Source: an optimization exercise on an open RTL-to-GDS flow (aim: small area). Production flows keep margins and buffers that such runs may drop.
Only simulation tests tie the RTL to the original design; equivalence was not proved.

==> flow/design.v (excerpt) <==
module inverter_5level_top #(
    parameter DATA_WIDTH = 16,
    parameter PHASE_WIDTH = 32,
    parameter DEADTIME_WIDTH = 8,
    parameter CARRIER_DIV_WIDTH = 16
)(
    input  wire                         clk,
    input  wire                         rst_n,
    input  wire                         enable,
    input  wire [PHASE_WIDTH-1:0]       freq_50hz,
    input  wire [DATA_WIDTH-1:0]        modulation_index,
    input  wire [DEADTIME_WIDTH-1:0]    deadtime_cycles,
    input  wire [CARRIER_DIV_WIDTH-1:0] carrier_freq_div,
    output wire                         pwm1_ch1_high,
    output wire                         pwm1_ch1_low,
    output wire                         pwm1_ch2_high,
    output wire                         pwm1_ch2_low,
    output wire                         pwm2_ch1_high,
    output wire                         pwm2_ch1_low,
    output wire                         pwm2_ch2_high,
    output wire                         pwm2_ch2_low,
    output wire                         sync_pulse,
  ...
Size: about 1,500 cells after synthesis, roughly 85 I/O pins, about 12,000 um^2 of cells after synthesis.
export LEC_CHECK = 0
export CAP_MARGIN = 20
export CORE_MARGIN = 2
export CORE_UTILIZATION = 40
export SLEW_MARGIN = 20
create_clock -name core_clock -period 10.0 [get_ports {clk}]
run.sh (not shown) runs the stock make flow with config.mk's settings and CLKGATE_MAP_FILE= SYNTH_SCRIPT=/design/flow/synth_recipe.tcl, a recipe that flattens the netlist after the stock synthesis.
Rerun with:
==> flow/flow/run.sh (new file) <==
#!/bin/bash
# Own layout flow: the standard flow (standard.sh) with two changes:
#  - synthesis maps logic with an area-oriented ABC script (flow/abc_area.script)
#    instead of ORFS's speed script; registers are mapped as before (dfflibmap
#    runs before ABC), so their names and cells match the standard synthesis;
#  - port buffers are sky130_fd_sc_hd__buf_1 (every port still gets one).
# Each tool's output is in orfs/logs/...; make's own output goes to flow_make.log.
set -euo pipefail
here=$(pwd)
rm -rf "$here/scripts_area"
cp -r "$FLOW_HOME/scripts" "$here/scripts_area"
cp "$here/flow/abc_area.script" "$here/scripts_area/abc_area.script"
bash standard.sh \
  SCRIPTS_DIR="$here/scripts_area" \
  ABC_AREA=1 \
  BUFFER_PORTS_ARGS="-buffer_cell sky130_fd_sc_hd__buf_1" \
  finish > "$here/flow_make.log" 2>&1
==> flow/flow/abc_area.script (new file) <==
strash
&get -n
&deepsyn -T 60
&put
dch
map -a
topo
stime -c
==> flow/standard.sh (new file) <==
#!/bin/bash
# synth_recipe.tcl (not shown) runs the flow's synth.tcl, then flattens the netlist and writes it again
# the make line also repeats each setting of config.mk as NAME=value (left out here)
make -C /OpenROAD-flow-scripts/flow DESIGN_CONFIG=/design/flow/config.mk WORK_HOME=/design/flow/orfs CLKGATE_MAP_FILE= SYNTH_SCRIPT=/design/flow/synth_recipe.tcl "${@:-finish}"
removed: flow/run.sh
Cell area drops by 13%.
Clock skew drops by 0.0032 ns.
Die area drops by 13%.
Synthesized cell count drops by 8.1%.

========
== run 1 ==
Another version of the RTL of inverter_5level_top (not shown whole).
Size: roughly 85 I/O pins.
==> flow/design.v (excerpt) <==
module inverter_5level_top #(
    parameter DATA_WIDTH = 16,
    parameter PHASE_WIDTH = 32,
    parameter DEADTIME_WIDTH = 8,
    parameter CARRIER_DIV_WIDTH = 16
)(
    input  wire                         clk,
    input  wire                         rst_n,
    input  wire                         enable,
    input  wire [PHASE_WIDTH-1:0]       freq_50hz,
    input  wire [DATA_WIDTH-1:0]        modulation_index,
    input  wire [DEADTIME_WIDTH-1:0]    deadtime_cycles,
    input  wire [CARRIER_DIV_WIDTH-1:0] carrier_freq_div,
    output wire                         pwm1_ch1_high,
    output wire                         pwm1_ch1_low,
    output wire                         pwm1_ch2_high,
    output wire                         pwm1_ch2_low,
    output wire                         pwm2_ch1_high,
    output wire                         pwm2_ch1_low,
    output wire                         pwm2_ch2_high,
    output wire                         pwm2_ch2_low,
    output wire                         sync_pulse,
    output wire                         fault
);
==> flow/config.mk <==
export PLATFORM = sky130hd
export DESIGN_NAME = inverter_5level_top
export DESIGN_NICKNAME = inverter_5level_top
export VERILOG_FILES = /design/flow/design.v
export SDC_FILE = /design/flow/constraint.sdc
export NUM_CORES = 4
export LEC_CHECK = 0
export CAP_MARGIN = 0
export CORE_MARGIN = 2
export CORE_UTILIZATION = 40
export CTS_BUF_LIST = sky130_fd_sc_hd__clkbuf_8
export GPL_TIMING_DRIVEN = 0
export SLEW_MARGIN = 0
==> flow/constraint.sdc <==
create_clock -name core_clock -period 10.0 [get_ports {clk}]
set_input_delay 2.0000 -clock core_clock [delete_from_list [all_inputs] [get_ports {clk}]]
set_output_delay 2.0000 -clock core_clock [all_outputs]
set_load 0.01 [all_outputs]
standard.sh (not shown) runs the stock make flow with config.mk's settings and CLKGATE_MAP_FILE= SYNTH_SCRIPT=/design/flow/synth_recipe.tcl, a recipe that flattens the netlist after the stock synthesis.
==> flow/flow/run.sh <==
#!/bin/bash
# Own layout flow: the standard flow (standard.sh) with these changes:
#  - synthesis maps logic with an area-oriented ABC script (flow/abc_area.script)
#    instead of ORFS's speed script; registers are mapped as before (dfflibmap
#    runs before ABC), so their names and cells match the standard synthesis;
#  - Yosys's synth runs without its internal ABC pass (SYNTH_ARGS=-noabc), so
#    the adders written in the RTL reach extract_fa as written;
#  - port buffers are sky130_fd_sc_hd__buf_1 (every port still gets one).
# Each tool's output is in orfs/logs/...; make's own output goes to flow_make.log.
set -euo pipefail
here=$(pwd)
rm -rf "$here/scripts_area"
cp -r "$FLOW_HOME/scripts" "$here/scripts_area"
cp "$here/flow/abc_area.script" "$here/scripts_area/abc_area.script"
bash standard.sh \
  SCRIPTS_DIR="$here/scripts_area" \
  ABC_AREA=1 \
  SYNTH_ARGS=-noabc \
  BUFFER_PORTS_ARGS="-buffer_cell sky130_fd_sc_hd__buf_1" \
  finish > "$here/flow_make.log" 2>&1
==> flow/flow/abc_area.script <==
strash
&get -n
&deepsyn -T 60
&b
&put
dch
map -a
topo
stime -c
Run 1 went all the way through the flow, and no timing, DRC or antenna check failed.
Relative to run 1, the following input files were edited for run 2:
# run 1
export LEC_CHECK = 0
export CAP_MARGIN = 0
export CORE_MARGIN = 2
export CORE_UTILIZATION = 40
export CTS_BUF_LIST = sky130_fd_sc_hd__clkbuf_8
export GPL_TIMING_DRIVEN = 0
export SLEW_MARGIN = 0
create_clock -name core_clock -period 10.0 [get_ports {clk}]
# run 2
export LEC_CHECK = 0
export CAP_MARGIN = 20
export CORE_MARGIN = 2
export CORE_UTILIZATION = 55
export CTS_BUF_LIST = sky130_fd_sc_hd__clkbuf_8
export GPL_TIMING_DRIVEN = 0
export SLEW_MARGIN = 20
create_clock -name core_clock -period 10.0 [get_ports {clk}]
--- outcome ---
- Comparing run 2 with run 1, the clock network area share came out essentially unchanged.
- On routed wire length: run 2 sits below run 1.
- Setup slack of the most critical reg-to-reg path ends up higher on run 2.
What run 3 does differently from run 2 at the input level:
# run 2
export LEC_CHECK = 0
export CAP_MARGIN = 20
export CORE_MARGIN = 2
export CORE_UTILIZATION = 55
export CTS_BUF_LIST = sky130_fd_sc_hd__clkbuf_8
export GPL_TIMING_DRIVEN = 0
export SLEW_MARGIN = 20
create_clock -name core_clock -period 10.0 [get_ports {clk}]
# run 3
export LEC_CHECK = 0
export CAP_MARGIN = 20
export CORE_MARGIN = 2
export CORE_UTILIZATION = 40
export CTS_BUF_LIST = sky130_fd_sc_hd__clkbuf_8
export CTS_CLUSTER_DIAMETER = 100
export CTS_CLUSTER_SIZE = 30
export GPL_TIMING_DRIVEN = 0
export SLEW_MARGIN = 20
create_clock -name core_clock -period 10.0 [get_ports {clk}]
### Flow results
Taking run 2 as the reference point, the overall routing resource usage of run 3 falls by 8.2 points. Run 3 -> run 2: count of input and output buffers delta 0, exact match. Between run 3 and run 2, fraction of standard cell area that is sequential is lower for run 3, run 2 comes in above that. ~same multi-input combinational cell area in run 3 and run 2. Multi-input gate share of total cell area ended up 0.78 points lower on run 3 than on run 2. Wire length is higher on run 3. The final reports for run 3 and run 2 show non-clock buffer total of the final layout higher in the former.
Inputs modified between run 3 and run 4:
# run 3
export LEC_CHECK = 0
export CAP_MARGIN = 20
export CORE_MARGIN = 2
export CORE_UTILIZATION = 40
export CTS_BUF_LIST = sky130_fd_sc_hd__clkbuf_8
export CTS_CLUSTER_DIAMETER = 100
export CTS_CLUSTER_SIZE = 30
export GPL_TIMING_DRIVEN = 0
export SLEW_MARGIN = 20
create_clock -name core_clock -period 10.0 [get_ports {clk}]
# run 4
export LEC_CHECK = 0
export CAP_MARGIN = 20
export CORE_MARGIN = 2
export CORE_UTILIZATION = 40
export CTS_BUF_LIST = sky130_fd_sc_hd__clkbuf_8
export GPL_TIMING_DRIVEN = 0
export SLEW_MARGIN = 20
create_clock -name core_clock -period 10.0 [get_ports {clk}]
-- flow/flow/abc_area.script --
<<< run 3, line 4
&b
>>> run 4, line 4
### Flow results
- Delta (run 4 minus run 3): number of vias after detailed routing fell about 0.9%; post-route cell area rose 1.2%; routability congestion estimate has decreased; depth of the worst register-to-register path shrank by about 10%.
- Looking at worst setup path category, the in -> reg result is from run 3; the reg -> reg one comes from run 4.
- Run 4 ends up with lower area of the mapped netlist than run 3 does.
- Relative to run 3, the combined area of the multi-input logic cells measured on run 4 has increased slightly.
For run 5, these inputs were changed with respect to run 4:
# run 4
export LEC_CHECK = 0
export CAP_MARGIN = 20
export CORE_MARGIN = 2
export CORE_UTILIZATION = 40
export CTS_BUF_LIST = sky130_fd_sc_hd__clkbuf_8
export GPL_TIMING_DRIVEN = 0
export SLEW_MARGIN = 20
create_clock -name core_clock -period 10.0 [get_ports {clk}]
# run 5
export LEC_CHECK = 0
export CAP_MARGIN = 0
export CORE_MARGIN = 2
export CORE_UTILIZATION = 40
export CTS_BUF_LIST = sky130_fd_sc_hd__clkbuf_4 sky130_fd_sc_hd__clkbuf_8
export GPL_TIMING_DRIVEN = 0
export SLEW_MARGIN = 0
create_clock -name core_clock -period 10.0 [get_ports {clk}]
-- flow/flow/abc_area.script --
<<< run 4, line 4
>>> run 5, line 4
&b
Notes after the runs:
Going from run 4 to run 5, portion of the layout cell area used by non-clock buffers fell by 0.98 points. Route | run 5 vs run 4 | wire longer in run 5. Run 4 -> run 5: amount of wire on met2 after detailed routing increased by a few percent. Worst hold slack, run 4 and run 5, lower one = run 5. Going from run 4 to run 5, the die area was enlarged. On run 5: final worst setup slack is 34 ps higher than what run 4 gave.

port drivers added, routing unchanged:
How much do the figures lean on ideal ports? The routed layouts below were timed once more, with nothing changed but the port constraints. Step 1: set_driving_cell puts a clkbuf_16 on clk and a buf_2 on each other input, an assumption about the parent block. Step 2 also shifts input and output timing later by t, the mid clock arrival at the registers, as if the neighbouring blocks saw the same clock. a / b / c = no drivers / after step 1 / after step 2; a / b = the first two.
run	shift t [ns]	slack for setup (ns)	worst hold slack (ns)	worst register clock-pin slew, ns	pins driven straight from the clock port
the first run of note 1	0.373	0.417 / 0.429 / 0.056	0.462 / 0.462 / 0.462	0.06 / 0.06	1
the second run of note 1	0.378	0.772 / 0.772 / 0.464	0.425 / 0.425 / 0.425	0.06 / 0.06	1
run 1	0.374	0.518 / 0.528 / 0.154	0.439 / 0.439 / 0.439	0.08 / 0.08	1
run 2	0.383	0.520 / 0.523 / 0.140	0.431 / 0.431 / 0.431	0.08 / 0.08	1
run 3	0.370	0.505 / 0.517 / 0.146	0.442 / 0.442 / 0.442	0.07 / 0.07	1
run 4	0.388	0.482 / 0.482 / 0.153	0.460 / 0.460 / 0.460	0.09 / 0.09	1
run 5	0.372	0.516 / 0.526 / 0.154	0.439 / 0.439 / 0.439	0.08 / 0.08	1
After both steps every run listed still meets setup and hold. The setup slack of run 2, which loses most, moves by +0.003 ns with the drivers and by -0.380 ns with both steps.
